Background: an optimization exercise with open tools, aiming at a short achievable clock period and few clock cycles. Do not read the settings as production practice. Where RTL was checked, it was by simulation tests only, not by an equivalence proof against the original. Function not checked in run 2: the RTL went through the layout flow alone. Power is estimated from default activity; no workload was simulated.

## flow/design.v (module list and top-level ports; edited modules follow where they fit)
// module adder: 7 lines
// module mux2: 8 lines
// module mux4: 10 lines
// module register: 20 lines
// module reg_file: 31 lines
// module imm_gen: 24 lines
// module main_ctrl: 230 lines
// module alu_ctrl: 67 lines
// module alu: 49 lines
// module forwarding_unit: 15 lines
// module hazard_detection_unit: 9 lines
// module sign_trim_ctrl: 11 lines
// module if_stage: 57 lines
// module id_stage: 150 lines
// module ex_stage: 173 lines
// module mem_stage: 54 lines
// module wb_stage: 35 lines
// module cpu_top: 194 lines
module cpu_top
    (
    input clk,
    input rst_n,
    input [31:0] inst_mem_data_i,
    output [31:0] inst_mem_addr_o,
    output [31:0] data_mem_data_o,
    input [31:0] data_mem_data_i,
    output [31:0] data_mem_addr_i,
    output data_mem_we_i,
    output [3:0] data_mem_wstrb_i,
    output data_mem_re_i
    );
  // ...
==> flow/run.sh <==
#!/bin/bash
# synth_recipe.tcl (not shown) runs the flow's synth.tcl, then flattens the netlist and writes it again
# the make line also repeats each setting of config.mk as NAME=value (left out here)
make -C /OpenROAD-flow-scripts/flow DESIGN_CONFIG=/design/flow/config.mk WORK_HOME=/design/flow/orfs CLKGATE_MAP_FILE= SYNTH_SCRIPT=/design/flow/synth_recipe.tcl finish
==> flow/config.mk <==
export PLATFORM = sky130hd
export DESIGN_NAME = cpu_top
export DESIGN_NICKNAME = cpu_top
export VERILOG_FILES = /design/flow/design.v
export SDC_FILE = /design/flow/constraint.sdc
export NUM_CORES = 4
export LEC_CHECK = 0
export CAP_MARGIN = 20
export CORE_MARGIN = 2
export CORE_UTILIZATION = 30
export PLACE_DENSITY = 0.45
export SLEW_MARGIN = 20
==> flow/constraint.sdc <==
create_clock -name core_clock -period 12.0 [get_ports {clk}]
set_input_delay 2.4000 -clock core_clock [delete_from_list [all_inputs] [get_ports {clk}]]
set_output_delay 2.4000 -clock core_clock [all_outputs]
set_load 0.01 [all_outputs]
==> run summary, run 1 <==
- Outcome: timing/DRC/antenna clean
- Cell with the most instances after synthesis: nand2_1
- Number of diodes: 40
- Busiest grt layer: met2
- Fraction of area in registers: 0.386
- Vias in the first global route: 75,200
- Via-to-Cell Ratio: 6.33
- CP max stage delay: roughly 0.88 ns
- Nets: 9,184
- GRT overflow: 0
- Post-Syn Area per Cell: 8.74 µm²
- Post-CTS Resized: 0
- Fraction of area in multi-input gates: 0.439
- Top Metal Used: met5
- Comb pwr: 4.39 mW
- Critical Path RT: 12.75 ns
- Setup TNS: 0 ns
- Clock network power share: 0.353
- CTS max path bufs: 3
- Sequential share of power: 0.378
- Int Pwr: 9.89 mW
- Clock Latency Late Sink: 0.86 ns
- Reg with most FFs: id_stage_i.reg_file_ins.regs
- Synth Area in XOR/XNOR: 0.00705
- Core Rows: 189
- Most used cell, CP: buf_4
- Sequential Area: 35,700 µm²
- Syn Inst Count: 9,097
- Die area: ~270,000 µm²
- Met2 usage: 0.565
- Area share of fa/ha/maj cells after synthesis: 0.0209
- Seq power: 6.18 mW
- Mux cell area share after synthesis: 0.0453
- Initial antenna violation count: 52
- Distinct cells, synth: between 100 and 150
- CP max FO: 37
Testbench counts, summed over its fixed seeds: cycles 34,955.
==> module cpu_top, before the edit <==
module cpu_top
    (
    input clk,
    input rst_n,
    input [31:0] inst_mem_data_i,
    output [31:0] inst_mem_addr_o,
    output [31:0] data_mem_data_o,
    input [31:0] data_mem_data_i,
    output [31:0] data_mem_addr_i,
    output data_mem_we_i,
    output [3:0] data_mem_wstrb_i,
    output data_mem_re_i
    );
wire [31:0] if_id_reg_pc;
wire [31:0] if_id_reg_inst;
wire [31:0] id_stage_pc_sum;
wire        id_stage_PCSrc;
wire [31:0] id_ex_reg_pc;
wire [31:0] id_ex_reg_rs1_data;
wire [31:0] id_ex_reg_rs2_data;
wire [31:0] id_ex_reg_imm_out;
wire [31:0] id_ex_reg_pc_sum;
wire [4:0]  id_ex_reg_rs1_adr;
wire [4:0]  id_ex_reg_rs2_adr;
wire [4:0]  id_ex_reg_rd_adr;
wire [6:0]  id_ex_reg_funct7;
wire [2:0]  id_ex_reg_funct3;
wire        id_ex_reg_wb_ctrl_RegWrite;
wire        id_ex_reg_wb_ctrl_MemtoReg;
wire        id_ex_reg_wb_ctrl_MemSign;
wire [1:0]  id_ex_reg_wb_ctrl_MemTrim;
wire [5:0]  id_ex_reg_mem_ctrl_Branch;
wire        id_ex_reg_mem_ctrl_MemRead;    
wire [3:0]  id_ex_reg_mem_ctrl_MemWrite;
wire [1:0]  id_ex_reg_ex_ctrl_ALU_A_Src;
wire [1:0]  id_ex_reg_ex_ctrl_ALU_B_Src;
wire        id_ex_reg_ex_ctrl_PCAdderSrc;
wire        id_ex_reg_ex_ctrl_uncBranch;
wire [1:0]  id_ex_reg_ex_ctrl_ALUOp;
wire        wb_stage_wb_ctrl_RegWrite;
wire [4:0]  wb_stage_rd_adr;
wire [31:0] wb_stage_reg_file_wr_data;
wire [31:0] ex_mem_reg_pc_imm_sum;
wire [31:0] ex_mem_reg_alu_result;
wire        ex_mem_reg_alu_equal;
wire        ex_mem_reg_alu_lessthan;
wire        ex_mem_reg_alu_lessthanu;
wire [31:0] ex_mem_reg_rs2_data;
wire [4:0]  ex_mem_reg_rd_adr;
wire        ex_mem_reg_wb_ctrl_RegWrite;
wire        ex_mem_reg_wb_ctrl_MemtoReg;
wire        ex_mem_reg_wb_ctrl_MemSign;
wire [1:0]  ex_mem_reg_wb_ctrl_MemTrim;
wire [5:0]  ex_mem_reg_mem_ctrl_Branch;
wire        ex_mem_reg_mem_ctrl_MemRead;    
wire [3:0]  ex_mem_reg_mem_ctrl_MemWrite;
wire        ex_stage_branch;
wire [31:0] ex_stage_branch_address;
wire        ex_stage_flush;
wire [31:0] mem_wb_reg_alu_result;
wire [31:0] mem_wb_reg_data_mem_out; 
wire [4:0]  mem_wb_reg_rd_adr;
wire        mem_wb_reg_wb_ctrl_RegWrite;
wire        mem_wb_reg_wb_ctrl_MemtoReg; 
wire        mem_wb_reg_wb_ctrl_MemSign; 
wire [1:0]  mem_wb_reg_wb_ctrl_MemTrim; 
wire [31:0] mem_stage_alu_result;
wire id_stage_stall;
wire id_stage_flush;
if_stage if_stage_i(
    .clk(clk),
    .rst_n(rst_n),
    .id_stage_stall(id_stage_stall),
    .ex_stage_flush(ex_stage_flush),
    .ex_stage_branch(ex_stage_branch),
    .ex_stage_branch_address(ex_stage_branch_address),
    .inst_mem_data_i(inst_mem_data_i),
    .inst_mem_addr_o(inst_mem_addr_o),
    .if_id_reg_pc(if_id_reg_pc),
    .if_id_reg_inst(if_id_reg_inst)
    );
id_stage id_stage_i(
    .clk(clk),
    .rst_n(rst_n),
    .if_id_reg_pc(if_id_reg_pc),
    .if_id_reg_inst(if_id_reg_inst),
    .id_ex_reg_rs1_data(id_ex_reg_rs1_data),
    .id_ex_reg_rs2_data(id_ex_reg_rs2_data),
    .id_ex_reg_imm_out(id_ex_reg_imm_out),
    .id_ex_reg_pc(id_ex_reg_pc),
    .id_ex_reg_rs1_adr(id_ex_reg_rs1_adr),
    .id_ex_reg_rs2_adr(id_ex_reg_rs2_adr),
    .id_ex_reg_rd_adr(id_ex_reg_rd_adr),
    .id_ex_reg_funct7(id_ex_reg_funct7),
    .id_ex_reg_funct3(id_ex_reg_funct3),
    .id_ex_reg_wb_ctrl_RegWrite(id_ex_reg_wb_ctrl_RegWrite),
    .id_ex_reg_wb_ctrl_MemtoReg(id_ex_reg_wb_ctrl_MemtoReg),
    .id_ex_reg_wb_ctrl_MemSign(id_ex_reg_wb_ctrl_MemSign),
    .id_ex_reg_wb_ctrl_MemTrim(id_ex_reg_wb_ctrl_MemTrim),
    .id_ex_reg_mem_ctrl_MemRead(id_ex_reg_mem_ctrl_MemRead),    
    .id_ex_reg_mem_ctrl_MemWrite(id_ex_reg_mem_ctrl_MemWrite),
    .id_ex_reg_ex_ctrl_ALU_A_Src(id_ex_reg_ex_ctrl_ALU_A_Src),
    .id_ex_reg_ex_ctrl_ALU_B_Src(id_ex_reg_ex_ctrl_ALU_B_Src),
    .id_ex_reg_ex_ctrl_ALUOp(id_ex_reg_ex_ctrl_ALUOp),
    .id_ex_reg_ex_ctrl_PCAdderSrc(id_ex_reg_ex_ctrl_PCAdderSrc),
    .id_ex_reg_ex_ctrl_uncBranch(id_ex_reg_ex_ctrl_uncBranch),
    .id_stage_stall(id_stage_stall),
    .ex_stage_flush(ex_stage_flush),
    .wb_stage_wb_ctrl_RegWrite(wb_stage_wb_ctrl_RegWrite),
    .wb_stage_rd_adr(wb_stage_rd_adr),
    .wb_stage_reg_file_wr_data(wb_stage_reg_file_wr_data)    
    );
ex_stage ex_stage_i(
    .clk(clk),
    .rst_n(rst_n),
    .id_ex_reg_rs1_data(id_ex_reg_rs1_data),
    .id_ex_reg_rs2_data(id_ex_reg_rs2_data),
    .id_ex_reg_imm_out(id_ex_reg_imm_out),
    .id_ex_reg_pc(id_ex_reg_pc),
    .id_ex_reg_rs1_adr(id_ex_reg_rs1_adr),
    .id_ex_reg_rs2_adr(id_ex_reg_rs2_adr),
    .id_ex_reg_rd_adr(id_ex_reg_rd_adr),
    .id_ex_reg_funct7(id_ex_reg_funct7),
    .id_ex_reg_funct3(id_ex_reg_funct3),
    .id_ex_reg_wb_ctrl_RegWrite(id_ex_reg_wb_ctrl_RegWrite),
    .id_ex_reg_wb_ctrl_MemtoReg(id_ex_reg_wb_ctrl_MemtoReg),
    .id_ex_reg_wb_ctrl_MemSign(id_ex_reg_wb_ctrl_MemSign),
    .id_ex_reg_wb_ctrl_MemTrim(id_ex_reg_wb_ctrl_MemTrim),
    .id_ex_reg_mem_ctrl_MemRead(id_ex_reg_mem_ctrl_MemRead),    
    .id_ex_reg_mem_ctrl_MemWrite(id_ex_reg_mem_ctrl_MemWrite),
    .id_ex_reg_ex_ctrl_ALU_A_Src(id_ex_reg_ex_ctrl_ALU_A_Src),
    .id_ex_reg_ex_ctrl_ALU_B_Src(id_ex_reg_ex_ctrl_ALU_B_Src),
    .id_ex_reg_ex_ctrl_ALUOp(id_ex_reg_ex_ctrl_ALUOp),
    .id_ex_reg_ex_ctrl_PCAdderSrc(id_ex_reg_ex_ctrl_PCAdderSrc),
    .id_ex_reg_ex_ctrl_uncBranch(id_ex_reg_ex_ctrl_uncBranch),
    .mem_wb_reg_rd_adr(mem_wb_reg_rd_adr),
    .mem_wb_reg_wb_ctrl_RegWrite(mem_wb_reg_wb_ctrl_RegWrite),
    .ex_mem_reg_alu_result(ex_mem_reg_alu_result),
    .ex_mem_reg_rs2_data(ex_mem_reg_rs2_data),
    .ex_mem_reg_rd_adr(ex_mem_reg_rd_adr),
    .ex_mem_reg_wb_ctrl_RegWrite(ex_mem_reg_wb_ctrl_RegWrite),
    .ex_mem_reg_wb_ctrl_MemtoReg(ex_mem_reg_wb_ctrl_MemtoReg),
    .ex_mem_reg_wb_ctrl_MemSign(ex_mem_reg_wb_ctrl_MemSign),
    .ex_mem_reg_wb_ctrl_MemTrim(ex_mem_reg_wb_ctrl_MemTrim),
    .ex_mem_reg_mem_ctrl_MemRead(ex_mem_reg_mem_ctrl_MemRead),    
    .ex_mem_reg_mem_ctrl_MemWrite(ex_mem_reg_mem_ctrl_MemWrite),
    .ex_stage_branch(ex_stage_branch),
    .ex_stage_branch_address(ex_stage_branch_address),
    .ex_stage_flush(ex_stage_flush),
    .wb_stage_reg_file_wr_data(wb_stage_reg_file_wr_data), 
    .mem_stage_alu_result(mem_stage_alu_result)
    );
mem_stage mem_stage_i(
    .clk(clk),
    .rst_n(rst_n),
    .data_mem_data_o(data_mem_data_o),
    .data_mem_data_i(data_mem_data_i),
    .data_mem_addr_i(data_mem_addr_i),
    .data_mem_we_i(data_mem_we_i),
    .data_mem_wstrb_i(data_mem_wstrb_i),
    .data_mem_re_i(data_mem_re_i),
    .ex_mem_reg_alu_result(ex_mem_reg_alu_result),
    .ex_mem_reg_rs2_data(ex_mem_reg_rs2_data),
    .ex_mem_reg_rd_adr(ex_mem_reg_rd_adr),
    .ex_mem_reg_wb_ctrl_RegWrite(ex_mem_reg_wb_ctrl_RegWrite),
    .ex_mem_reg_wb_ctrl_MemtoReg(ex_mem_reg_wb_ctrl_MemtoReg),
    .ex_mem_reg_wb_ctrl_MemSign(ex_mem_reg_wb_ctrl_MemSign),
    .ex_mem_reg_wb_ctrl_MemTrim(ex_mem_reg_wb_ctrl_MemTrim),
    .ex_mem_reg_mem_ctrl_MemRead(ex_mem_reg_mem_ctrl_MemRead),    
    .ex_mem_reg_mem_ctrl_MemWrite(ex_mem_reg_mem_ctrl_MemWrite),
    .mem_wb_reg_alu_result(mem_wb_reg_alu_result),
    .mem_wb_reg_data_mem_out(mem_wb_reg_data_mem_out), 
    .mem_wb_reg_rd_adr(mem_wb_reg_rd_adr),
    .mem_wb_reg_wb_ctrl_RegWrite(mem_wb_reg_wb_ctrl_RegWrite),
    .mem_wb_reg_wb_ctrl_MemtoReg(mem_wb_reg_wb_ctrl_MemtoReg),
    .mem_wb_reg_wb_ctrl_MemSign(mem_wb_reg_wb_ctrl_MemSign),
    .mem_wb_reg_wb_ctrl_MemTrim(mem_wb_reg_wb_ctrl_MemTrim),
    .mem_stage_alu_result(mem_stage_alu_result)
    );
wb_stage wb_stage_i(
    .clk(clk),
    .rst_n(rst_n),
    .mem_wb_reg_alu_result(mem_wb_reg_alu_result),
    .mem_wb_reg_data_mem_out(mem_wb_reg_data_mem_out), 
    .mem_wb_reg_rd_adr(mem_wb_reg_rd_adr),
    .mem_wb_reg_wb_ctrl_RegWrite(mem_wb_reg_wb_ctrl_RegWrite),
    .mem_wb_reg_wb_ctrl_MemtoReg(mem_wb_reg_wb_ctrl_MemtoReg),  
    .mem_wb_reg_wb_ctrl_MemSign(mem_wb_reg_wb_ctrl_MemSign),
    .mem_wb_reg_wb_ctrl_MemTrim(mem_wb_reg_wb_ctrl_MemTrim),
    .wb_stage_wb_ctrl_RegWrite(wb_stage_wb_ctrl_RegWrite),
    .wb_stage_rd_adr(wb_stage_rd_adr),
    .wb_stage_reg_file_wr_data(wb_stage_reg_file_wr_data)
    );
endmodule
==> inputs of run 2 (changes only) <==
==> flow/design.v (replaced) <==
`timescale 1ns / 1ps
module cpu_top
    (
    input clk,
    input rst_n,
    input [31:0] inst_mem_data_i,
    output [31:0] inst_mem_addr_o,
    output [31:0] data_mem_data_o,
    input [31:0] data_mem_data_i,
    output [31:0] data_mem_addr_i,
    output data_mem_we_i,
    output [3:0] data_mem_wstrb_i,
    output data_mem_re_i
    );
reg [31:2] pc_f;
reg        d_valid;
reg [31:0] d_inst;
reg [31:2] d_pc;
reg        e_rw, e_load, e_store, e_jalr;
reg        e_c_eq, e_c_ne, e_c_lt, e_c_ge, e_c_ltu, e_c_geu;
reg        e_s_add, e_s_sub, e_s_slt, e_s_sltu, e_s_xor, e_s_or, e_s_and,
           e_s_sll, e_s_srl, e_s_sra, e_s_link;
reg        e_fa_e, e_fa_m, e_fa_w;
reg        e_fb_e, e_fb_m, e_fb_w, e_fb_i;
reg        e_fs_e, e_fs_m, e_fs_w;
reg [31:0] e_rs1v, e_rs2v, e_imm, e_link;
reg [4:0]  e_rd;
reg [2:0]  e_f3;
reg        m_rw, m_load, m_we;
reg [31:0] m_res, m_wdata;
reg [3:0]  m_wstrb;
reg [4:0]  m_rd;
reg [2:0]  m_f3;
reg        w_rw;
reg [31:0] w_res;
reg [4:0]  w_rd;
reg [31:0] regs [1:31];
wire [31:0] inst = d_inst;
wire [4:0]  op   = inst[6:2];
wire [4:0]  rd   = inst[11:7];
wire [2:0]  f3   = inst[14:12];
wire [4:0]  rs1  = inst[19:15];
wire [4:0]  rs2  = inst[24:20];
wire        f7b5 = inst[30];
wire is_lui   = (op == 5'b01101);
wire is_auipc = (op == 5'b00101);
wire is_jal   = (op == 5'b11011);
wire is_jalr  = (op == 5'b11001);
wire is_br    = (op == 5'b11000);
wire is_load  = (op == 5'b00000);
wire is_store = (op == 5'b01000);
wire is_opimm = (op == 5'b00100);
wire is_op    = (op == 5'b01100);
wire [31:0] imm_i = {{20{inst[31]}}, inst[31:20]};
wire [31:0] imm_s = {{20{inst[31]}}, inst[31:25], inst[11:7]};
wire [31:0] imm_b = {{20{inst[31]}}, inst[7], inst[30:25], inst[11:8], 1'b0};
wire [31:0] imm_u = {inst[31:12], 12'b0};
wire [31:0] imm_j = {{12{inst[31]}}, inst[19:12], inst[20], inst[30:21], 1'b0};
wire uses_rs1 = is_jalr | is_br | is_load | is_store | is_opimm | is_op;
wire uses_rs2 = is_br | is_store | is_op;
wire rd_nz    = (rd != 5'd0);
wire d_rw     = (is_lui | is_auipc | is_jal | is_jalr | is_load | is_opimm | is_op) & rd_nz;
wire same_rs   = (rs1 == rs2);
wire br_eqtype = (f3 == 3'b000) | (f3 == 3'b101) | (f3 == 3'b111);  
wire br_off4   = (imm_b == 32'd4);
wire jal_off4  = (imm_j == 32'd4);
wire br_known  = same_rs | br_off4;                  
wire br_known_taken = same_rs & br_eqtype & ~br_off4;
wire br_pred_taken  = br_known ? br_known_taken : imm_b[31];
wire br_check  = is_br & ~br_known;                  
wire [31:2] pc_plus4_d = d_pc + 30'd1;
wire [31:0] d_tgt = {d_pc, 2'b00} + (is_jal ? imm_j : imm_b);
wire d_redirect_raw = (is_jal & ~jal_off4) | (is_br & br_pred_taken);
wire [31:0] auipc_v = {d_pc[31:12] + inst[31:12], d_pc[11:2], 2'b00};
wire [31:0] link_v  = is_lui   ? imm_u :
                      is_auipc ? auipc_v :
                      is_br    ? (br_pred_taken ? {pc_plus4_d, 2'b00} : d_tgt) :
                                 {pc_plus4_d, 2'b00};
wire stall = d_valid & e_load & ((uses_rs1 & (e_rd == rs1)) | (uses_rs2 & (e_rd == rs2)));
wire a_from_e = e_rw & (e_rd == rs1);
wire a_from_m = m_rw & (m_rd == rs1);
wire b_from_e = e_rw & (e_rd == rs2);
wire b_from_m = m_rw & (m_rd == rs2);
wire a_nz = uses_rs1 & (rs1 != 5'd0);
wire b_nz = uses_rs2 & (rs2 != 5'd0);
wire fa_m = a_nz & a_from_e;
wire fa_w = a_nz & ~a_from_e & a_from_m;
wire fa_e = a_nz & ~a_from_e & ~a_from_m;
wire fs_m = b_nz & b_from_e;
wire fs_w = b_nz & ~b_from_e & b_from_m;
wire fs_e = b_nz & ~b_from_e & ~b_from_m;
wire b_imm = is_opimm | is_load | is_store | is_jalr;
wire [31:0] rf1 = (w_rw & (w_rd == rs1)) ? w_res : regs[rs1];
wire [31:0] rf2 = (w_rw & (w_rd == rs2)) ? w_res : regs[rs2];
wire alu_r  = is_op;
wire alu_i  = is_opimm;
wire alu_ri = alu_r | alu_i;
wire s_add  = (alu_ri & (f3 == 3'b000) & ~(alu_r & f7b5)) | is_load | is_store;
wire s_sub  = alu_r & (f3 == 3'b000) & f7b5;
wire s_sll  = alu_ri & (f3 == 3'b001);
wire s_slt  = alu_ri & (f3 == 3'b010);
wire s_sltu = alu_ri & (f3 == 3'b011);
wire s_xor  = alu_ri & (f3 == 3'b100);
wire s_srl  = alu_ri & (f3 == 3'b101) & ~f7b5;
wire s_sra  = alu_ri & (f3 == 3'b101) & f7b5;
wire s_or   = alu_ri & (f3 == 3'b110);
wire s_and  = alu_ri & (f3 == 3'b111);
wire s_link = is_lui | is_auipc | is_jal | is_jalr;
wire [2:0] bf = f3;
wire c_eq  = br_check & ((bf == 3'b000) ? ~br_pred_taken : (bf == 3'b001) ?  br_pred_taken : 1'b0);
wire c_ne  = br_check & ((bf == 3'b001) ? ~br_pred_taken : (bf == 3'b000) ?  br_pred_taken : 1'b0);
wire c_lt  = br_check & ((bf == 3'b100) ? ~br_pred_taken : (bf == 3'b101) ?  br_pred_taken : 1'b0);
wire c_ge  = br_check & ((bf == 3'b101) ? ~br_pred_taken : (bf == 3'b100) ?  br_pred_taken : 1'b0);
wire c_ltu = br_check & ((bf == 3'b110) ? ~br_pred_taken : (bf == 3'b111) ?  br_pred_taken : 1'b0);
wire c_geu = br_check & ((bf == 3'b111) ? ~br_pred_taken : (bf == 3'b110) ?  br_pred_taken : 1'b0);
wire [31:0] m_fwd = m_res;
wire [31:0] w_fwd = w_res;
wire [31:0] opa = ({32{e_fa_e}} & e_rs1v) | ({32{e_fa_m}} & m_fwd) | ({32{e_fa_w}} & w_fwd);
wire [31:0] opb = ({32{e_fb_e}} & e_rs2v) | ({32{e_fb_m}} & m_fwd) | ({32{e_fb_w}} & w_fwd) |
                  ({32{e_fb_i}} & e_imm);
wire [31:0] sdat = ({32{e_fs_e}} & e_rs2v) | ({32{e_fs_m}} & m_fwd) | ({32{e_fs_w}} & w_fwd);
wire [31:0] sum  = opa + opb;
wire [31:0] diff = opa - opb;
wire        eq   = (opa == opb);
wire        ltu  = (opa < opb);
wire        lt   = ($signed(opa) < $signed(opb));
wire [31:0] sll  = opa << opb[4:0];
wire [31:0] srl  = opa >> opb[4:0];
wire [31:0] sra  = $signed(opa) >>> opb[4:0];
wire [31:0] alu_res =
      ({32{e_s_add}}  & sum)
    | ({32{e_s_sub}}  & diff)
    | ({32{e_s_slt}}  & {31'b0, lt})
    | ({32{e_s_sltu}} & {31'b0, ltu})
    | ({32{e_s_xor}}  & (opa ^ opb))
    | ({32{e_s_or}}   & (opa | opb))
    | ({32{e_s_and}}  & (opa & opb))
    | ({32{e_s_sll}}  & sll)
    | ({32{e_s_srl}}  & srl)
    | ({32{e_s_sra}}  & sra)
    | ({32{e_s_link}} & e_link);
wire ex_redirect = e_jalr | (e_c_eq & eq) | (e_c_ne & ~eq) | (e_c_lt & lt) | (e_c_ge & ~lt) |
                   (e_c_ltu & ltu) | (e_c_geu & ~ltu);
wire [31:2] ex_tgt = e_jalr ? sum[31:2] : e_link[31:2];
wire [1:0]  alo = opa[1:0] + e_imm[1:0];
wire [3:0]  smask = (e_f3[1:0] == 2'b00) ? 4'b0001 : (e_f3[1:0] == 2'b01) ? 4'b0011 : 4'b1111;
wire [3:0]  st_strb = smask << alo;
wire [31:0] st_data = sdat << {alo, 3'b000};
assign data_mem_addr_i  = m_res;
assign data_mem_data_o  = m_wdata;
assign data_mem_we_i    = m_we;
assign data_mem_wstrb_i = m_wstrb;
assign data_mem_re_i    = m_load;
wire [31:0] ld_sh = data_mem_data_i >> {m_res[1:0], 3'b000};
wire [31:0] ld_v  = (m_f3[1:0] == 2'b00) ? {{24{ld_sh[7]  & ~m_f3[2]}}, ld_sh[7:0]} :
                    (m_f3[1:0] == 2'b01) ? {{16{ld_sh[15] & ~m_f3[2]}}, ld_sh[15:0]} :
                                           ld_sh;
wire [31:0] m_final = m_load ? ld_v : m_res;
assign inst_mem_addr_o = {pc_f, 2'b00};
wire d_redirect = d_valid & d_redirect_raw & ~stall;
wire d_go = d_valid & ~stall & ~ex_redirect;    
always @(posedge clk or negedge rst_n) begin
    if (~rst_n) begin
        pc_f    <= 30'd0;
        d_valid <= 1'b0;
    end else begin
        if (ex_redirect) begin
            pc_f    <= ex_tgt;
            d_valid <= 1'b0;
        end else if (!stall) begin
            if (d_redirect) begin
                pc_f    <= d_tgt[31:2];
                d_valid <= 1'b0;
            end else begin
                pc_f    <= pc_f + 30'd1;
                d_valid <= 1'b1;
            end
        end
    end
end
always @(posedge clk) begin
    if (!stall) begin
        d_inst <= inst_mem_data_i;
        d_pc   <= pc_f;
    end
end
always @(posedge clk or negedge rst_n) begin
    if (~rst_n) begin
        e_rw <= 1'b0; e_load <= 1'b0; e_store <= 1'b0; e_jalr <= 1'b0;
        e_c_eq <= 1'b0; e_c_ne <= 1'b0; e_c_lt <= 1'b0; e_c_ge <= 1'b0; e_c_ltu <= 1'b0; e_c_geu <= 1'b0;
    end else begin
        e_rw    <= d_go & d_rw;
        e_load  <= d_go & is_load;
        e_store <= d_go & is_store;
        e_jalr  <= d_go & is_jalr;
        e_c_eq  <= d_go & c_eq;
        e_c_ne  <= d_go & c_ne;
        e_c_lt  <= d_go & c_lt;
        e_c_ge  <= d_go & c_ge;
        e_c_ltu <= d_go & c_ltu;
        e_c_geu <= d_go & c_geu;
    end
end
always @(posedge clk) begin
    e_s_add <= s_add; e_s_sub <= s_sub; e_s_slt <= s_slt; e_s_sltu <= s_sltu;
    e_s_xor <= s_xor; e_s_or <= s_or; e_s_and <= s_and;
    e_s_sll <= s_sll; e_s_srl <= s_srl; e_s_sra <= s_sra; e_s_link <= s_link;
    e_fa_e <= fa_e; e_fa_m <= fa_m; e_fa_w <= fa_w;
    e_fb_e <= fs_e & ~b_imm; e_fb_m <= fs_m & ~b_imm; e_fb_w <= fs_w & ~b_imm; e_fb_i <= b_imm;
    e_fs_e <= fs_e; e_fs_m <= fs_m; e_fs_w <= fs_w;
    e_rs1v <= rf1;
    e_rs2v <= rf2;
    e_imm  <= is_store ? imm_s : imm_i;
    e_link <= link_v;
    e_rd   <= rd;
    e_f3   <= f3;
end
always @(posedge clk or negedge rst_n) begin
    if (~rst_n) begin
        m_rw <= 1'b0; m_load <= 1'b0; m_we <= 1'b0;
    end else begin
        m_rw   <= e_rw;
        m_load <= e_load;
        m_we   <= e_store;
    end
end
always @(posedge clk) begin
    m_res   <= alu_res;
    m_wdata <= st_data;
    m_wstrb <= st_strb;
    m_rd    <= e_rd;
    m_f3    <= e_f3;
end
always @(posedge clk or negedge rst_n) begin
    if (~rst_n) w_rw <= 1'b0;
    else        w_rw <= m_rw;
end
always @(posedge clk) begin
    w_res <= m_final;
    w_rd  <= m_rd;
end
always @(posedge clk) begin
    if (w_rw) regs[w_rd] <= w_res;
end
endmodule
--- a/flow/config.mk
+++ b/flow/config.mk
@@ -7,2 +7,3 @@
 export LEC_CHECK = 0
+export ABC_CLOCK_PERIOD_IN_PS = 4000
 export CAP_MARGIN = 20
@@ -11,2 +12,3 @@
 export PLACE_DENSITY = 0.45
+export SETUP_SLACK_MARGIN = 5
 export SLEW_MARGIN = 20
==> run 2 against run 1 <==
  * Global-route usage down 12 points
  * Area after synthesis down 11%
  * Setup slack better by 3.3 ns
  * Clock power down 16%
  * Routed wire length down 40%
  * Largest power group unchanged
  * Count of clock-buffer cells in the layout down 65
  * Utilization up 0.36 points
  * Cell count down 29%
  * Via count down 33%
  * Hold slack better by 0.050 ns
  * Total power down 19%
==> run summary, run 2 <==
- Via count: 53,500 (was 80,500)
- PortBufs: 163 (was 166)
- Clock Latency Late Sink: 0.85 ns (was 0.86 ns)
- P_leak: 28.9 nW (was 38.3 nW)
- Synth warn: 1 (was 11)
- Nets: 5,923 (was 9,184)
- Max Cap Viol: 0 (unchanged)
- # DRC: 0 (unchanged)
- Seq/Total Area, Yosys: 0.517 (was 0.448)
- Crit path time final: 6.91 ns (was 10.23 ns)
- Synth Register Bits: 1,292 (was 1,430)
- Core Rows: 178 (was 189)
- Core footprint: 235,000 µm² (was 264,000 µm²)
- Int Pwr: 9.09 mW (was 9.89 mW)
- Slew margin rel.: 0.224 (was 0.0944)
- Distinct cells, synth: 95 (was 106)
- DRT iter0 DRCs: 6,790 (was 11,600)
- Worst setup SP type: flop (unchanged)
- Cell Area, Placed: 76,500 µm² (was 85,900 µm²)
- Top post-synthesis cells by area: edfxtp_1 (45%), mux4_2 (13%), mux2i_1 (7.1%) (was dfrtp_1 (44%), o21ai_0 (8.6%), nand2_1 (7.5%))
- Net Sw Frac: 0.313 (was 0.395)
- Max reg flops: 992 (was 1,024)
- First-pass GRT wire length: 424,000 µm (was 694,000 µm)
- EDFF count, synth: 1,052 (was 0)
- GRT Util Overall: 0.249 (was 0.374)
- Outcome: timing/DRC/antenna clean (unchanged)
- Clk sink count: 1,292 (was 1,430)
- Setup TNS: 0 ns (unchanged)
- Via-to-Cell Ratio: 5.96 (was 6.33)
- WL final: 309,000 µm (was 519,000 µm)
- Width of the die: 490 µm (was 519 µm)
- Tcrit/Tclk final: 0.576 (was 0.853)
- H-tree depth: 4 (unchanged)
- Vias in the first global route: 51,900 (was 75,200)
- Worst setup EP type: flop (unchanged)
- Syn-to-layout area delta: 17.0% (was 16.1%)
- Reg with most FFs: regs (was id_stage_i.reg_file_ins.regs)
- CTS max path bufs: 3 (unchanged)
- DP Wirelength: 198,000 µm (was 363,000 µm)
- GRT overflow: 0 (unchanged)
- Die area: 240,000 µm² (was 269,000 µm²)
- Routed len/inst: 34.4 µm (was 40.8 µm)
- Layout Skew: 0.0632 ns (was 0.0806 ns)
- Pin count of the biggest net entering global routing: 65 (was 143)
- Yosys top cell area share: 0.446 (was 0.440)
- Root Buffer: clkbuf_16 (unchanged)
- Async set-reset flop share out of synthesis: 0.0348 (was 0.978)
- Final hold vios: 0 (unchanged)
- Hold WS: 0.396 ns (was 0.346 ns)
- Final Wtd Congestion: 1.00 (was 1.04)
- Switching pwr: 4.14 mW (was 6.46 mW)
- Hold_sp: e_rd[2] (was id_stage_i.id_ex_reg_wb_ctrl_RegWrite)
- Layout cell share with drive strength beyond 1: 0.184 (was 0.113)
- Data arrival time of the worst path: 7.59 ns (was 10.98 ns)
- Critical Path RT: 12.68 ns (was 12.75 ns)
- PwrDens: 160 nW/µm² (was 177 nW/µm²)
- Initial antenna violation count: 11 (was 52)
- Worst Tran Pin Value: 1.16 ns (was 1.35 ns)
- RSZ-0062 raised after global routing: true (was false)
- Final setup vio count: 0 (unchanged)
- Commonest non-fill, non-tap cell in the layout: edfxtp_1 (was nand2_1)
- CP Class: flop to flop (unchanged)
- Clock tree from TritonCTS: done (unchanged)
- Cell with the most instances after synthesis: edfxtp_1 (was nand2_1)
- Most frequent cells in the layout: edfxtp_1 (1,052), mux2i_1 (497), mux4_2 (411) (was nand2_1 (1,567), dfrtp_1 (1,380), o21ai_0 (1,354))
- Cells on Worst Hold Path: 0 (unchanged)
- Maximum vdd drop: 0.148 mV (was 0.155 mV)
- Die Ht: 490 µm (was 519 µm)
- CTS Buf Count: 150 (was 179)
- FMAX: 145 MHz (was 97.7 MHz)
- Synth cell count leaders: edfxtp_1 (1,052), mux2i_1 (504), nor2_1 (431), mux4_2 (411), nand2_1 (384) (was nand2_1 (1,594), dfrtp_1 (1,399), o21ai_0 (1,359), clkbuf_1 (599), nor2_1 (487))
- Post-synth top area cell: edfxtp_1 (was dfrtp_1)
- First drt pass iteration count: 9 (unchanged)
- Cell area after synthesis: 70,800 µm² (was 79,500 µm²)
- Worst hold path class: flop to flop (unchanged)
- Post-route cell area: 82,900 µm² (was 92,300 µm²)
- Gate power share: 0.204 (was 0.269)
- WHS Endpoint: m_rd[2] (was ex_stage_i.ex_mem_reg_wb_ctrl_RegWrite)
- Cells on worst reg2reg path: 17 (was 26)
- Starting density of the core: 0.301 (about the same)
- Detail Route Antenna Nets: 0 (unchanged)
- Slew Limit Fails: 0 (unchanged)
- Clock network power share: 0.367 (was 0.353)
- Sequential share of power: 0.429 (was 0.378)
- Hold buffer count at cts: 0 (unchanged)
- Syn Inst Count: 5,564 (was 9,097)
- Synth Flop Type: edfxtp_1 (was dfrtp_1)
- Reg clk slew, reported paths: 0.06 ns (about the same)
- Ports: 168 (unchanged)
- CP max FO: 34 (was 37)
- Post-Syn Area per Cell: 12.7 µm² (was 8.74 µm²)
- FF-to-FF End: pc_f[17] (was id_stage_i.id_ex_reg_rs2_data[12])
- Reg-to-reg slack, setup: 5.09 ns (was 1.77 ns)
run 2: worst max-delay path: stages, from the launching register on:
cell and delay (ns):
dfxtp_4 0.61, buf_16 0.31, buf_6 0.36, mux4_2 0.36, mux4_2 0.52, mux2i_1 0.30, o2111ai_1 0.60, ha_2 0.72
inv_1 0.12, a221o_1 0.36, a221o_1 0.46, a221oi_4 0.40, xnor2_1 0.22, mux2i_2 0.37, and4b_4 0.33, buf_4 0.26
nor3b_1 0.08, a221o_1 0.27
run 2: repair_timing:
| item | 4_1_cts | 5_1_grt |
|---|---|---|
| gates cloned | 9 | 2 |
| resized for setup | 78 | 36 |
| pin swaps | 1 | 2 |
| buffers inserted | 24 | 4 |
| endpoints found under the setup margin | 61 | 47 |
run 2: power groups by stage:
stage	Sequential [mW]	Combinational (mW)	Clock, mW
finish	5.68	2.70	4.86
global route	5.69	2.89	5.10
CTS	5.67	2.66	4.94
detailed placement	5.77	2.59	0
global placement	5.77	2.59	0
floorplan	5.57	1.57	0
run 2: layout make-up:
cell class              count  area (µm²)
flip-flops and latches   1292       36700
fillers                 22800      152000
well taps                3150        3940
clock buffers             192        4110
multi-input cells        3728       32500
repair buffers            399        4030
clock inverters            86        1090
inverters                 132         504
diodes                      6        15.0
run 2: worst max-delay path by stage:
stage                           end  slack (ns)  from  cells after the start
final                      pc_f[17]        5.09  flop                     17
after global placement     pc_f[17]        3.52  flop                     18
after floorplan              e_load        5.32  flop                     24
after CTS                 m_res[31]        5.00  flop                     18
after detailed placement   pc_f[17]        3.53  flop                     18
after global routing       pc_f[17]        4.93  flop                     21
run 2: metrics by stage:
step | setup WS, ns | cells | util | power [mW]
2_1_floorplan | 5.32 | 5565 | - | 7.14
3_3_place_gp | 3.52 | 8660 | 0.326 | 8.36
3_5_place_dp | 3.53 | 8661 | 0.326 | 8.36
4_1_cts | 5.00 | 8972 | 0.351 | 13.3
5_1_grt | 4.93 | 8979 | 0.353 | 13.7
6_report | 5.09 | 8985 | 0.353 | 13.2
run 2: cell families (layout without fill, tap and decap cells):
logic type / Yosys count / after routing / synth area share
adders and majority gates: 154 / 154 / 0.0276
buffers and inverters: 547 / 809 / 0.0332
AOI/OAI and AO/OA: 1274 / 1274 / 0.121
DFF: 1292 / 1292 / 0.517
and+or+nand+nor: 1221 / 1223 / 0.0780
muxes: 955 / 955 / 0.209
xor gates and xnor gates: 120 / 120 / 0.0148
other: 1 / 8 / 0.0000529
run 2: metal layers:
| metal | part of all wire | GRT usage |
|---|---|---|
| met1 | 0.41 | 0.330 |
| met4 | 0.047 | 0.111 |
| met2 | 0.46 | 0.395 |
| met5 | 0.00011 | 0 |
| met3 | 0.083 | 0.0498 |
==> inputs of run 3 (changes only) <==
--- a/flow/design.v
+++ b/flow/design.v
@@ -36,3 +36,14 @@
 reg [4:0]  w_rd;
-reg [31:0] regs [1:31];
+wire [31:0] regs [0:31];
+assign regs[0] = 32'd0;
+genvar gi;
+generate
+    for (gi = 1; gi < 32; gi = gi + 1) begin : rf
+        reg [31:0] q;
+        always @(posedge clk) begin
+            if (w_rw && (w_rd == gi)) q <= w_res;
+        end
+        assign regs[gi] = q;
+    end
+endgenerate
 wire [31:0] inst = d_inst;
@@ -125,6 +136,8 @@
 wire        ltu  = (opa < opb);
-wire        lt   = ($signed(opa) < $signed(opb));
+wire signed [31:0] opa_s = opa;
+wire signed [31:0] opb_s = opb;
+wire        lt   = (opa_s < opb_s);
 wire [31:0] sll  = opa << opb[4:0];
 wire [31:0] srl  = opa >> opb[4:0];
-wire [31:0] sra  = $signed(opa) >>> opb[4:0];
+wire [31:0] sra  = opa_s >>> opb[4:0];
 wire [31:0] alu_res =
@@ -241,5 +254,2 @@
 end
-always @(posedge clk) begin
-    if (w_rw) regs[w_rd] <= w_res;
-end
 endmodule
==> run 3 against run 2 <==
  * Area after synthesis shrank 3.9%
  * Largest power group unchanged
  * Setup slack gained 0.83 ns
  * Sequential share of layout area grew 3.2 points
  * Via count grew 15%
  * Count of clock-buffer cells in the layout grew 11
  * Total power grew 1.3%
  * Clock power grew 1%
  * Still clean
  * Maximum frequency grew 14%
  * Register-to-register slack gained 0.83 ns
  * Flip-flop and latch count grew 54
  * Utilization grew 0.063 points
==> run summary, run 3 <==
- Sequential share of power: 0.436 (was 0.429)
- Core footprint: 225,000 µm² (was 235,000 µm²)
- Hold WS: 0.359 ns (was 0.396 ns)
- Seq/Total Area, Yosys: 0.554 (was 0.517)
- Sequential Area: 37,700 µm² (was 36,700 µm²)
- Switching pwr: 4.23 mW (was 4.14 mW)
- Clock tree from TritonCTS: done (unchanged)
- Fillers: 22,300 (was 22,800)
- DP Wirelength: 227,000 µm (was 198,000 µm)
- Final Wtd Congestion: 1.01 (was 1.00)
- Crit path time final: 6.08 ns (was 6.91 ns)
- Int Pwr: 9.17 mW (was 9.09 mW)
- Nets: 6,371 (was 5,923)
- Area of the multi-input gates: 28,800 µm² (was 32,500 µm²)
- Reg with most FFs: rf.q (was regs)
- Slew margin rel.: 0.148 (was 0.224)
- Syn Inst Count: 6,038 (was 5,564)
- Gate power share: 0.197 (was 0.204)
- First drt pass iteration count: 9 (unchanged)
- Outcome: timing/DRC/antenna clean (unchanged)
- Clock Latency Late Sink: 0.85 ns (about the same)
- Tcrit/Tclk final: 0.507 (was 0.576)
- Reg-to-reg slack, setup: 5.92 ns (was 5.09 ns)
- CP Class: flop to flop (unchanged)
- Reg clk slew, reported paths: 0.06 ns (about the same)
- Synth Register Bits: 1,346 (was 1,292)
- Post-Syn Area per Cell: 11.3 µm² (was 12.7 µm²)
- Top Metal Used: met5 (unchanged)
- Data arrival time of the worst path: 6.78 ns (was 7.59 ns)
- Starting density of the core: 0.302 (was 0.301)
- Core Rows: 174 (was 178)
- Max reg flops: 992 (unchanged)
- Ports: 168 (unchanged)
- Cell with the most instances after synthesis: edfxtp_1 (unchanged)
- PwrDens: 168 nW/µm² (was 160 nW/µm²)
- Synth cell count leaders: edfxtp_1 (1,052), nand2_1 (457), a22oi_1 (436), nor2_1 (352), clkbuf_1 (348) (was edfxtp_1 (1,052), mux2i_1 (504), nor2_1 (431), mux4_2 (411), nand2_1 (384))
- Worst Tran Pin Value: 1.27 ns (was 1.16 ns)
- PortBufs: 163 (unchanged)
- FMAX: 164 MHz (was 145 MHz)
- Synth Flop Type: edfxtp_1 (unchanged)
- Root Buffer: clkbuf_16 (unchanged)
- Layout cell share with drive strength beyond 1: 0.110 (was 0.184)
- Most frequent cells in the layout: edfxtp_1 (1,052), nand2_1 (455), a22oi_1 (436) (was edfxtp_1 (1,052), mux2i_1 (497), mux4_2 (411))
- Slew Limit Fails: 0 (unchanged)
- Worst setup EP type: flop (unchanged)
- DRT met1 WL: 142,000 µm (was 126,000 µm)
- Via-to-Cell Ratio: 6.65 (was 5.96)
- Synth warn: 1 (unchanged)
- Worst setup SP type: flop (unchanged)
- GRT Util Overall: 0.316 (was 0.249)
- Detail Route Antenna Nets: 0 (unchanged)
- Max Cap Viol: 0 (unchanged)
- Wire length on met2: 163,000 µm (was 143,000 µm)
- Maximum vdd drop: 0.156 mV (was 0.148 mV)
- CTS max path bufs: 3 (unchanged)
- Fin cells: 9,282 (was 8,985)
- Syn-to-layout area delta: 16.9% (was 17.0%)
- Setup Buffers After CTS: 0 (was 24)
- H-tree depth: 4 (unchanged)
- P_leak: 27.0 nW (was 28.9 nW)
- Top post-synthesis cells by area: edfxtp_1 (46%), dfxtp_1 (7.3%), a22oi_1 (4.8%) (was edfxtp_1 (45%), mux4_2 (13%), mux2i_1 (7.1%))
- Layout Skew: 0.0681 ns (was 0.0632 ns)
- Setup TNS: 0 ns (unchanged)
- Async set-reset flop share out of synthesis: 0.0334 (was 0.0348)
- Yosys top cell area share: 0.464 (was 0.446)
- Initial antenna violation count: 27 (was 11)
- Worst hold path class: flop to flop (unchanged)
- Distinct cells, synth: 99 (was 95)
- CP max FO: 31 (was 34)
- Clock network power share: 0.367 (about the same)
- Clk sink count: 1,346 (was 1,292)
- CTS Buf Count: 152 (was 150)
- RSZ-0062 raised after global routing: false (was true)
- Die area: 231,000 µm² (was 240,000 µm²)
- Commonest non-fill, non-tap cell in the layout: edfxtp_1 (unchanged)
- First-pass GRT wire length: 504,000 µm (was 424,000 µm)
- Placed Cells: 8,986 (was 8,661)
- Vias in the first global route: 57,600 (was 51,900)
- Pin count of the biggest net entering global routing: 68 (was 65)
- GRT overflow: 0 (unchanged)
- Post-synth top area cell: edfxtp_1 (unchanged)
- Critical Path RT: 12.70 ns (was 12.68 ns)
- Width of the die: 480 µm (was 490 µm)
- WL final: 380,000 µm (was 309,000 µm)
- EDFF count, synth: 1,052 (unchanged)
- # DRC: 0 (unchanged)
- DRT iter0 DRCs: 12,400 (was 6,790)
- Net Sw Frac: 0.316 (was 0.313)
- Hold buffer count at cts: 0 (unchanged)
- Die Ht: 480 µm (was 490 µm)
- Post-CTS Resized: 0 (was 78)
- Final setup vio count: 0 (unchanged)
- Met3 WL: 48,700 µm (was 25,500 µm)
- Via count: 61,700 (was 53,500)
- Routed len/inst: 40.9 µm (was 34.4 µm)
- Final hold vios: 0 (unchanged)
- Cell area after synthesis: 68,000 µm² (was 70,800 µm²)
run 3: cell types whose count changed after synthesis, sizes merged, moves of 105 or more:
cell    delta
a221oi   +249
a22o     +250
a22oi    +370
mux2i    -341
mux4     -404
nand3    +105
nand4    +120
run 3: worst paths after layout:
| kind | start | to | cells after the start |
|---|---|---|---|
| max | e_fb_i | pc_f[7] | 14 |
| min | e_store | m_we | 0 |
| max reg2reg | e_fb_i | pc_f[7] | 14 |
| min reg2reg | e_store | m_we | 0 |
| max in group asynchronous | rst_n | m_load | 2 |
| min in group asynchronous | rst_n | pc_f[2] | 2 |
run 3: kinds of logic (layout without fill, tap and decap cells):
logic type	Yosys count	count (layout)	synth area share
AOI/OAI and AO/OA	2096	2096	0.228
DFF	1346	1346	0.554
adders and majority gates	154	154	0.0288
and+or+nand+nor	1517	1517	0.106
buffers and inverters	590	828	0.0344
muxes	204	204	0.0319
other	1	15	0.0000551
xor gates and xnor gates	130	130	0.0169
run 3: layout make-up:
cell class | instances | share of cell area
diodes | 13 | 0.000409
clock buffers | 203 | 0.0529
clock inverters | 77 | 0.0122
inverters | 133 | 0.00629
multi-input cells | 4103 | 0.363
flip-flops and latches | 1346 | 0.474
well taps | 2992 | 0.0471
repair buffers | 415 | 0.0443
run 3: through the flow:
step,util,area (µm²),power (mW),setup WS (ns)
floorplan,-,68000,7.27,7.41
global placement,0.330,74200,8.50,6.05
detailed placement,0.330,74200,8.50,6.06
CTS,0.353,79400,13.3,6.06
global route,0.353,79500,13.8,5.65
finish,0.353,79500,13.4,5.92
run 3: per-layer routing:
layer / track usage / vias to the layer above
li1: - / 24400
met1: 0.400 / 30800
met2: 0.473 / 5178
met3: 0.105 / 1303
met4: 0.177 / 28
met5: 0.00973 / -
run 3: power groups by stage:
stage               clock (mW)  sequential [mW]  combinational, mW
finish                    4.91             5.84               2.65
global route              5.13             5.87               2.82
CTS                       4.93             5.84               2.58
detailed placement           0             5.93               2.57
global placement             0             5.93               2.57
floorplan                    0             5.82               1.45
run 3: worst max-delay path: stages (launching register included):
cell and delay [ns]:
dfxtp_1 0.29, buf_4 0.22, nand2_1 0.10, buf_4 0.33, nand4_1 0.57, ha_1 0.74, nor4_2 0.55, nand3_1 0.21
nor3_1 0.39, nand2_1 0.20, o211ai_2 0.45, nor2_1 0.16, o211ai_1 0.41, or2_2 0.83, mux2_2 0.41
Testbench counts of run 3, summed over its fixed seeds: cycles 33,149.
==> inputs of run 4 (changes only) <==
==> flow/flow/run.sh (new file) <==
#!/bin/bash
set -euo pipefail
bash standard.sh SETUP_SLACK_MARGIN=8 finish > standard_flow.log 2>&1
==> flow/standard.sh (new file) <==
#!/bin/bash
# synth_recipe.tcl (not shown) runs the flow's synth.tcl, then flattens the netlist and writes it again
# the make line also repeats each setting of config.mk as NAME=value (left out here)
make -C /OpenROAD-flow-scripts/flow DESIGN_CONFIG=/design/flow/config.mk WORK_HOME=/design/flow/orfs CLKGATE_MAP_FILE= SYNTH_SCRIPT=/design/flow/synth_recipe.tcl "${@:-finish}"
--- a/flow/config.mk
+++ b/flow/config.mk
@@ -7,8 +7,7 @@
 export LEC_CHECK = 0
-export ABC_CLOCK_PERIOD_IN_PS = 4000
+export ABC_CLOCK_PERIOD_IN_PS = 3500
 export CAP_MARGIN = 20
 export CORE_MARGIN = 2
-export CORE_UTILIZATION = 30
-export PLACE_DENSITY = 0.45
-export SETUP_SLACK_MARGIN = 5
+export CORE_UTILIZATION = 40
+export PLACE_DENSITY = 0.6
 export SLEW_MARGIN = 20
removed: flow/run.sh
==> run 4 against run 3 <==
  * Area after synthesis is the same
  * Setup slack improved by 1.7 ns
  * Non-clock buffer count grew 259
  * Largest cell class unchanged
==> run summary, run 4 <==
- Outcome: timing/DRC/antenna clean (unchanged)
- Final Wtd Congestion: 1.06 (was 1.01)
- PortBufs: 163 (unchanged)
- Data arrival time of the worst path: 5.13 ns (was 6.78 ns)
- First-pass GRT wire length: 488,000 µm (was 504,000 µm)
- RSZ-0062 raised after global routing: true (was false)
- # DRC: 0 (unchanged)
- Layout Skew: 0.0890 ns (was 0.0681 ns)
- Via count: 64,900 (was 61,700)
- Async set-reset flop share out of synthesis: 0.0334 (unchanged)
- CTS Buf Count: 147 (was 152)
- Pin count of the biggest net entering global routing: 65 (was 68)
- Commonest non-fill, non-tap cell in the layout: edfxtp_1 (unchanged)
- Hold buffer count at cts: 0 (unchanged)
- Clock tree from TritonCTS: done (unchanged)
- Cell area after synthesis: 68,000 µm² (unchanged)
- Seq/Total Area, Yosys: 0.554 (unchanged)
- Max reg flops: 992 (unchanged)
- P_leak: 29.0 nW (was 27.0 nW)
- DP Wirelength: 208,000 µm (was 227,000 µm)
- EDFF count, synth: 1,052 (unchanged)
- Yosys top cell area share: 0.464 (unchanged)
- Reg clk slew, reported paths: 0.06 ns (about the same)
- First drt pass iteration count: 11 (was 9)
- Detail Route Antenna Nets: 0 (unchanged)
- Worst setup EP type: flop (unchanged)
- Clock Latency Late Sink: 0.88 ns (was 0.85 ns)
- Most frequent cells in the layout: edfxtp_1 (1,052), nand2_1 (445), buf_4 (436) (was edfxtp_1 (1,052), nand2_1 (455), a22oi_1 (436))
- Synth Flop Type: edfxtp_1 (unchanged)
- Routed len/inst: 41.6 µm (was 40.9 µm)
- Syn-to-layout area delta: 21.9% (was 16.9%)
- Core footprint: 169,000 µm² (was 225,000 µm²)
- Placement Setup Slack: 6.21 ns (was 6.06 ns)
- Post-route cell area: 82,900 µm² (was 79,500 µm²)
- Placed Cells: 8,193 (was 8,986)
- Synth warn: 1 (unchanged)
- CTS max path bufs: 3 (unchanged)
- Total power: 13.6 mW (was 13.4 mW)
- DRT iter0 DRCs: 13,700 (was 12,400)
- Clk sink count: 1,346 (unchanged)
- H-tree depth: 4 (unchanged)
- Post-synth top area cell: edfxtp_1 (unchanged)
- Sequential Area: 37,900 µm² (was 37,700 µm²)
- Area of the multi-input gates: 30,500 µm² (was 28,800 µm²)
- Die area: 173,000 µm² (was 231,000 µm²)
- Maximum vdd drop: 0.147 mV (was 0.156 mV)
- Worst hold path class: flop to flop (unchanged)
- Reg with most FFs: rf.q (unchanged)
- Final hold vios: 0 (unchanged)
- Synth Register Bits: 1,346 (unchanged)
- Initial antenna violation count: 26 (was 27)
- Reg-to-reg slack, setup: 7.60 ns (was 5.92 ns)
- FF-to-FF End: pc_f[31] (was pc_f[7])
- Compound-Gate Fraction of Synth Area: 0.228 (unchanged)
- FMAX: 227 MHz (was 164 MHz)
- CP max FO: 5 (was 31)
- Width of the die: 416 µm (was 480 µm)
- Slew Limit Fails: 0 (unchanged)
- Core Rows: 151 (was 174)
- Final setup vio count: 0 (unchanged)
- Cell Area, Placed: 73,100 µm² (was 74,200 µm²)
- Area share of fa/ha/maj cells after synthesis: 0.0288 (unchanged)
- Tcrit/Tclk final: 0.367 (was 0.507)
- GRT Util Overall: 0.404 (was 0.316)
- Vias in the first global route: 60,400 (was 57,600)
- Critical Path RT: 12.73 ns (was 12.70 ns)
- Root Buffer: clkbuf_16 (unchanged)
- Hold_sp: e_store (unchanged)
- Cell with the most instances after synthesis: edfxtp_1 (unchanged)
- Post-synthesis simple-gate area fraction: 0.106 (unchanged)
- Slew margin rel.: 0.113 (was 0.148)
- CP Class: flop to flop (unchanged)
- WL final: 364,000 µm (was 380,000 µm)
- Cells on Worst Hold Path: 0 (unchanged)
- Cells on worst reg2reg path: 17 (was 14)
- GRT overflow: 0 (unchanged)
- Starting density of the core: 0.402 (was 0.302)
- Crit path time final: 4.40 ns (was 6.08 ns)
- Distinct cells, synth: 99 (unchanged)
- Die Ht: 416 µm (was 480 µm)
- Fillers: 15,100 (was 22,300)
- Via-to-Cell Ratio: 7.41 (was 6.65)
- Main combinational cell family by area after synthesis: compound AO/OA/AOI/OAI gates (unchanged)
- Layout cell share with drive strength beyond 1: 0.189 (was 0.110)
- Synth Area in XOR/XNOR: 0.0169 (unchanged)
- RR Startpoint: e_fa_m (was e_fb_i)
- Mux cell area share after synthesis: 0.0319 (unchanged)
- WHS Endpoint: m_we (unchanged)
- Worst Tran Pin Value: 1.32 ns (was 1.27 ns)
- Synth cell count leaders: edfxtp_1 (1,052), nand2_1 (457), a22oi_1 (436), nor2_1 (352), clkbuf_1 (348) (unchanged)
- Top post-synthesis cells by area: edfxtp_1 (46%), dfxtp_1 (7.3%), a22oi_1 (4.8%) (unchanged)
- Ports: 168 (unchanged)
- Setup ws final: 7.60 ns (was 5.92 ns)
- Nets: 6,625 (was 6,371)
- Fin cells: 8,758 (was 9,282)
- Syn Inst Count: 6,038 (unchanged)
- Worst setup SP type: flop (unchanged)
- Post-Syn Area per Cell: 11.3 µm² (unchanged)
- Max Cap Viol: 0 (unchanged)
- PwrDens: 164 nW/µm² (was 168 nW/µm²)
- Setup TNS: 0 ns (unchanged)
==> run 4: changes by cell type in the layout (fill, tap and decap cells not counted), moves of 33 or more <==
| cell | change |
|---|---|
| dfxtp_4 | +33 |
| clkdlybuf4s50_1 | -100 |
| dlygate4sd2_1 | +89 |
| ha_1 | -38 |
| buf_4 | +186 |
| dfxtp_1 | -44 |
==> run 4: cell type report <==
cell class                      count  share of cell area
Antenna cell                       18            0.000543
Clock buffer                      192              0.0478
Clock inverter                     74              0.0116
Inverter                          133             0.00641
Multi-Input combinational cell   4103               0.368
Sequential cell                  1346               0.457
Tap cell                         2218              0.0335
Timing Repair Buffer              674              0.0753
==> run 4: worst max path at each step <==
stage	to	startpoint	depth (start not counted)
after floorplan	pc_f[21]	w_res[2]	20
after global placement	pc_f[21]	e_fa_m	14
after detailed placement	pc_f[21]	e_fa_m	14
after CTS	pc_f[21]	e_fa_m	17
after global routing	pc_f[21]	e_fa_m	17
final	pc_f[31]	e_fa_m	17
==> run 4: power breakdown <==
group	total, mW	internal (mW)	switching [mW]	leakage [nW]
sequential	5.86	5.44	0.426	12.4
clock	4.71	2.66	2.05	2.36
combinational	3.05	1.14	1.92	14.2
==> run 4: metal layers <==
layer,global-route usage,part of all wire
met2,0.575,0.41
met4,0.338,0.11
met1,0.468,0.33
met5,0.00389,0.0010
met3,0.176,0.16
==> run 4: worst max-delay path, stage by stage, from the launching register on <==
cell and delay [ns]:
dfxtp_4 0.39, buf_12 0.16, buf_4 0.14, a222oi_1 0.48, buf_4 0.29, inv_4 0.06, ha_4 0.25, a211o_1 0.31
a311oi_4 0.31, a211o_1 0.25, and3b_2 0.25, o31ai_4 0.08, buf_12 0.15, o41ai_4 0.26, a31o_2 0.27, buf_12 0.13
mux2_4 0.31, a32oi_1 0.19
==> run 4: cells by family (layout without fill, tap and decap cells) <==
group	count (synthesis)	count (layout)
compound gates	2096	2096
simple gates	1517	1517
flops	1346	1346
buf+inv	590	1073
mux	204	204
fa+ha+maj	154	154
xor+xnor	130	130
other cells	1	20
==> run 4: stage by stage <==
step / hold WS (ns) / utilization
2_1_floorplan: 0.310 / -
3_3_place_gp: 0.352 / 0.433
3_5_place_dp: 0.340 / 0.433
4_1_cts: 0.362 / 0.482
5_1_grt: 0.373 / 0.490
6_report: 0.359 / 0.490
==> run 4: repair_timing <==
action	4_1_cts	5_1_grt
gates resized for setup	499	140
pin swaps	95	105
setup buffers	175	85
cloned	17	2
setup endpoints to repair	233	107

[separate check: timing with driven ports]
Ports are ideal in the flow. The routed layouts listed here were re-timed in OpenROAD. Step 1 sets driving cells, clkbuf_16 on the clock port and buf_2 on the other inputs (assumed; they add their load-dependent delay and slew). Step 2, shift: input delay + t, output delay - t, t = (earliest + latest rising clock arrival at the registers) / 2. This alone moves slack from input paths to output paths. Slacks: no drivers / after step 1 / after step 2; pairs: no drivers / after step 1.
| run | shift t [ns] | slack for setup (ns) | worst setup path at the end | worst data-port slew with drivers (ns) |
|---|---|---|---|---|
| run 1 | 0.927 | 1.767 / 1.767 / 1.767 | register to register | 0.10 |
| run 2 | 0.907 | 5.089 / 5.089 / 5.089 | register to register | 0.06 |
| run 3 | 0.909 | 5.916 / 5.916 / 5.916 | register to register | 0.13 |
| run 4 | 0.917 | 7.596 / 7.596 / 7.296 | input to register | 0.08 |
After both steps setup and hold are still met in every run listed. The setup slack of run 4, which loses most, moves by 0.000 ns with the drivers and by -0.300 ns with both steps.
